This is an optimization exercise on Yosys and OpenROAD, whose aim is small area, a short achievable clock period and few clock cycles, not a production implementation. At most, simulation tests tie the RTL to the original design; equivalence was not proved.

==> 09-25: inputs <==
// kmeans_top
module kmeans_top #
(
    parameter K = 8,
    parameter D = 4,
    parameter W = 8,
    parameter N = 128
)
(
    input clk,
    input rst,
    input start,
    input signed [D*W-1:0] point_flat,
    input signed [K*D*W-1:0] init_centroid_flat,
    output done,
    output [6:0] point_addr,
    output signed [K*D*W-1:0] final_centroid_flat
);
export LEC_CHECK = 0
export ABC_CLOCK_PERIOD_IN_PS = 9000
export CAP_MARGIN = 20
export CORE_MARGIN = 2
export CORE_UTILIZATION = 65
export GPL_ROUTABILITY_DRIVEN = 0
export PLACE_DENSITY = 0.85
export SLEW_MARGIN = 20
export SYNTH_HIERARCHICAL = 1
create_clock -name core_clock -period 40.0 [get_ports {clk}]
standard.sh (not shown) runs the stock make flow with config.mk's settings and CLKGATE_MAP_FILE= SYNTH_SCRIPT=/design/flow/synth_recipe.tcl, a recipe that flattens the netlist after the stock synthesis.
==> flow/flow/run.sh <==
#!/bin/bash
# Layout flow: the standard synthesis unchanged, then the standard
# layout steps, with
#  - the timing repair asked to leave SETUP_SLACK_MARGIN ns of setup slack,
#    i.e. to aim at a shorter period than the constraint's 40 ns;
#  - small port buffers (every port still gets its own buffer);
#  - clock tree synthesis without dummy loads.
set -euo pipefail
MARGIN=30.6
CTS="-sink_clustering_enable -repair_clock_nets -dont_use_dummy_load -sink_clustering_size 24 -sink_clustering_max_diameter 120"
bash standard.sh synth > synth.log 2>&1
sed "s|CLKGATE_MAP_FILE= |CLKGATE_MAP_FILE= SETUP_SLACK_MARGIN=$MARGIN 'BUFFER_PORTS_ARGS=-buffer_cell sky130_fd_sc_hd__buf_1' 'CTS_ARGS=$CTS' |" standard.sh > layout.sh
bash layout.sh > layout.log 2>&1
==> 03-13: changes against 09-25 <==
--- a/flow/design.v
+++ b/flow/design.v
@@ -524,16 +524,12 @@
     assign d = ra + rb;
 endmodule
 module kfa (input a, input b, input c, output s, output co);
     assign s = a ^ b ^ c;
     assign co = (a & b) | (a & c) | (b & c);
 endmodule
-module kha (input a, input b, output s, output co);
-    assign s = a ^ b;
-    assign co = a & b;
-endmodule
 module kmeans_top #
 (
     parameter K = 8,
     parameter D = 4,
     parameter W = 8,
     parameter N = 128
@@ -590,130 +586,103 @@
     wire [17:0] m2b = c2b ? m1d : m1c;
     wire [1:0]  i2a = c2a ? {1'b1, c1b} : {1'b0, c1a};
     wire [1:0]  i2b = c2b ? {1'b1, c1d} : {1'b0, c1c};
     wire        c3  = m2b < m2a;
     wire [2:0]  best = c3 ? {1'b1, i2b} : {1'b0, i2a};
     reg  [2:0]  rsel;
-    reg  [K-1:0] roh;      
     reg  [31:0] p2;
     reg         v3;
     reg         drv;       
     always @(posedge clk) begin
         rsel <= v2 ? best : (t[2:0] - 3'd2);    
-        roh  <= {{K-1{1'b0}}, 1'b1} << (v2 ? best : (t[2:0] - 3'd2));
         p2 <= p1;
     end
-    integer d;
     reg [14:0]  sum [0:K-1][0:D-1];
     reg [6:0]   m   [0:K-1];
     reg [K-1:0] fresh;
-    wire [K-1:0] rsg = roh & ~fresh;
-    reg  [14:0] rs [0:D-1];
-    reg  [6:0]  rm;
-    integer rk;
-    always @(*) begin
-        for (d = 0; d < D; d = d + 1) begin
-            rs[d] = 15'd0;
-            for (rk = 0; rk < K; rk = rk + 1)
-                rs[d] = rs[d] | (sum[rk][d] & {15{rsg[rk]}});
-        end
-        rm = 7'd0;
-        for (rk = 0; rk < K; rk = rk + 1)
-            rm = rm | (m[rk] & {7{rsg[rk]}});
-    end
-    wire       rf = |(roh & fresh);
-    wire [14:0] acc [0:D-1];
-    genvar ga;
-    generate for (gd = 0; gd < D; gd = gd + 1) begin : g_acc
-        wire [14:0] x  = rs[gd];
-        wire [7:0]  pu = {~p2[gd*8+7], p2[gd*8 +: 7]};
-        wire [15:0] k;
-        kha u_h0 (.a(x[0]), .b(pu[0]), .s(acc[gd][0]), .co(k[1]));
-        for (ga = 1; ga < 8; ga = ga + 1) begin : g_lo
-            kfa u_fa (.a(x[ga]), .b(pu[ga]), .c(k[ga]), .s(acc[gd][ga]), .co(k[ga+1]));
-        end
-        for (ga = 8; ga < 15; ga = ga + 1) begin : g_hi
-            kha u_ha (.a(x[ga]), .b(k[ga]), .s(acc[gd][ga]), .co(k[ga+1]));
-        end
-        assign k[0] = 1'b0;
+    wire [14:0] rs [0:D-1];
+    generate for (gd = 0; gd < D; gd = gd + 1) begin : g_rs
+        assign rs[gd] = sum[rsel][gd];
     end endgenerate
+    wire [6:0] rm = m[rsel];
+    wire       rf = fresh[rsel];
+    integer d;
     always @(posedge clk) begin
-        for (rk = 0; rk < K; rk = rk + 1)
-            if (v3 && roh[rk]) begin
-                for (d = 0; d < D; d = d + 1)
-                    sum[rk][d] <= acc[d];
-                m[rk] <= rf ? 7'd0 : rm + 7'd1;
-            end
-    end
-    localparam [7:0] FASTMASK = 8'b00001011;
+        if (v3) begin
+            for (d = 0; d < D; d = d + 1)
+                sum[rsel][d] <= (rf ? 15'd0 : rs[d]) + {7'd0, ~p2[d*8+7], p2[d*8 +: 7]};
+            m[rsel] <= rf ? 7'd0 : rm + 7'd1;
+        end
+    end
+    function [14:0] divstep;
+        input [14:0] r;
+        input [6:0]  mm;       
+        reg [8:0] diff;
+        begin
+            diff = {1'b0, r[14:7]} + {1'b0, ~{1'b0, mm}};    
+            if (diff[8]) divstep = {diff[6:0], r[6:0], 1'b1};
+            else         divstep = {r[13:7],   r[6:0], 1'b0};
+        end
+    endfunction
     reg [14:0] da [0:D-1];
     reg [6:0]  dam;
     reg        dae;        
     reg        dav;
     reg [2:0]  daj;
+    always @(posedge clk) begin : g_da
+        reg [14:0] r;
+        integer s;
+        for (d = 0; d < D; d = d + 1) begin
+            r = rs[d];
+            for (s = 0; s < 3; s = s + 1) r = divstep(r, rm);
+            da[d] <= r;
+        end
+        dam <= rm;
+        dae <= rf;
+        daj <= rsel;
+    end
     reg [14:0] db [0:D-1];
     reg [6:0]  dbm;
     reg        dbe;
     reg        dbv;
     reg [2:0]  dbj;
-    wire [14:0] dq_out [0:D-1];    
-    genvar gs, gb;
-    generate for (gd = 0; gd < D; gd = gd + 1) begin : g_div
-        wire [14:0] ch [0:8];      
-        assign ch[0] = rs[gd];
-        for (gs = 0; gs < 8; gs = gs + 1) begin : g_step
-            wire [14:0] r  = (gs == 3) ? da[gd] : (gs == 6) ? db[gd] : ch[gs];
-            wire [6:0]  mn = (gs < 3) ? ~rm : (gs < 6) ? ~dam : ~dbm;    
-            wire [7:0]  tt = r[14:7];                                    
-            wire [6:0]  df;        
-            wire        q;         
-            if (FASTMASK[gs]) begin : g_fast
-                wire [8:0] sm = {1'b0, tt} + {2'b01, mn};
-                assign df = sm[6:0];
-                assign q  = sm[8];
-            end else begin : g_ripple
-                wire [7:0] k;
-                assign df[0] = tt[0] ^ mn[0];
-                assign k[1]  = tt[0] & mn[0];
-                for (gb = 1; gb < 7; gb = gb + 1) begin : g_b
-                    kfa u_fa (.a(tt[gb]), .b(mn[gb]), .c(k[gb]), .s(df[gb]), .co(k[gb+1]));
-                end
-                assign k[0] = 1'b0;
-                assign q = tt[7] | k[7];
-            end
-            assign ch[gs+1] = q ? {df, r[6:0], 1'b1} : {r[13:7], r[6:0], 1'b0};
-        end
-        assign dq_out[gd] = ch[8];
-        always @(posedge clk) begin
-            da[gd] <= ch[3];
-            db[gd] <= ch[6];
-        end
-    end endgenerate
-    always @(posedge clk) begin
-        dam <= rm;  dae <= rf;  daj <= rsel;
-        dbm <= dam; dbe <= dae; dbj <= daj;
+    always @(posedge clk) begin : g_db
+        reg [14:0] r;
+        integer s;
+        for (d = 0; d < D; d = d + 1) begin
+            r = da[d];
+            for (s = 0; s < 3; s = s + 1) r = divstep(r, dam);
+            db[d] <= r;
+        end
+        dbm <= dam;
+        dbe <= dae;
+        dbj <= daj;
     end
     wire [31:0] c0 = cen[31:0];
     reg  [31:0] cin;
     always @(*) begin : g_dc
-        reg [7:0] q;
+        reg [14:0] r;
+        reg [7:0]  q;
+        integer s;
         for (d = 0; d < D; d = d + 1) begin
-            q = dq_out[d][7:0];    
+            r = db[d];
+            for (s = 0; s < 2; s = s + 1) r = divstep(r, dbm);
+            q = r[7:0];    
             cin[d*8 +: 8] = dbe ? c0[d*8 +: 8]
-                          : {~q[7], q[6:0]} + {7'd0, ~q[7] & (dq_out[d][14:8] != 7'd0)};
+                          : {~q[7], q[6:0]} + {7'd0, ~q[7] & (r[14:8] != 7'd0)};
         end
     end
     reg  chg;              
     wire cmp_now = (cin != c0);
     wire last_shift = dbv & (dbj == 3'd7);
-    wire cen_sh   = dbv & ~load;
-    wire cen_hold = ~load & ~dbv;
-    always @(posedge clk)
-        cen <= (init_centroid_flat & {K*D*W{load}})
-             | ({cin, cen[K*D*W-1:32]} & {K*D*W{cen_sh}})
-             | (cen & {K*D*W{cen_hold}});
+    always @(posedge clk) begin
+        if (load)
+            cen <= init_centroid_flat;
+        else if (dbv)
+            cen <= {cin, cen[K*D*W-1:32]};
+    end
     always @(posedge clk) begin
         if (rst) begin
             run <= 1'b0; done_r <= 1'b0; conv_q <= 1'b0; t <= 8'd0;
             v1 <= 1'b0; v2 <= 1'b0; v3 <= 1'b0; drv <= 1'b0; dav <= 1'b0; dbv <= 1'b0;
         end else begin
             done_r <= 1'b0;
@@ -736,10 +705,10 @@
                 end
             end
         end
     end
     always @(posedge clk) begin
         if (run && t == 0) fresh <= {K{1'b1}};
-        else if (v3) fresh <= fresh & ~roh;
+        else if (v3) fresh[rsel] <= 1'b0;
         if (dbv) chg <= (dbj == 3'd0) ? cmp_now : (chg | cmp_now);
     end
 endmodule
==> flow/flow/run.sh (replaced) <==
#!/bin/bash
# Layout flow: the standard synthesis unchanged, then the standard
# layout steps, with
#  - the timing repair asked to leave SETUP_SLACK_MARGIN ns of setup slack,
#    i.e. to aim at a shorter period than the constraint's 40 ns;
#  - small port buffers (every port still gets its own buffer).
set -euo pipefail
MARGIN=31
bash standard.sh synth > synth.log 2>&1
sed "s|CLKGATE_MAP_FILE= |CLKGATE_MAP_FILE= SETUP_SLACK_MARGIN=$MARGIN 'BUFFER_PORTS_ARGS=-buffer_cell sky130_fd_sc_hd__buf_1' |" standard.sh > layout.sh
bash layout.sh > layout.log 2>&1
- CORE_UTILIZATION: 65 -> 40
- GPL_ROUTABILITY_DRIVEN: 0 -> unset
- PLACE_DENSITY: 0.85 -> unset
==> run summary <==
	03-13	09-25
Number of clock buffers in the layout	184	66
Setup Skew	0.115 ns	0.121 ns
Result of the run	no timing/DRC/antenna violations	no timing/DRC/antenna violations
Post-route clock period utilization	24.4%	23.7%
Largest net degree at the start of global routing	85	138
Half-perimeter wire length after detailed placement	255000 um	249000 um
Endpoint of the worst register-to-register path	dq[1][16]	chg
Fraction of the mapped netlist area in adder cells	36.1%	38.9%
Filler cell count in the final layout	21794	9203
Mux cell area share after synthesis	8.61%	5.50%
Number of setup buffers added after CTS	290	30
Fraction of final layout cells with drive strength greater than 1	17.8%	11.0%
Number of tap instances	3312	1903
Detailed Routing Iterations Pass 1	6	10
Number of vias in the routed layout	67305	70323
Synthesized netlist net count	10005	9932
Relative area of non-clock buffer cells in the final design	6.44%	4.23%
First-pass GRT wire length	495000 um	477000 um
Sequential cell area	32100 um2	30200 um2
Testbench counts of 09-25, summed over its fixed seeds: cycles 132,252.
The RTL of 03-13 was laid out without a check of its function.

==> afterwards: timing with drivers on the ports <==
The results above use ideal ports. As a check the final layouts listed here were re-extracted and re-timed, cells and wires unchanged. Step 1 sets driving cells, clkbuf_16 on the clock port and buf_2 on the other inputs (assumed; they add their load-dependent delay and slew). Step 2, shift: input delay + t, output delay - t, t = (earliest + latest rising clock arrival at the registers) / 2. This alone moves slack from input paths to output paths. Three values: ideal ports, drivers, drivers and shift; two values: the first two.
run | t (ns) | slack for setup (ns) | latest minus earliest clock arrival (ns) | worst slew at a driven data input, ns | cell pins on the clock port's net
09-25 | 0.798 | 30.532 / 30.439 / 29.960 | 0.130 / 0.129 | 0.24 | 1
03-13 | 0.889 | 30.230 / 30.148 / 30.142 | 0.120 / 0.120 | 0.14 | 1
After both steps setup and hold are still met in every run listed. The setup slack of 09-25, which loses most, moves by -0.093 ns with the drivers and by -0.572 ns with both steps.
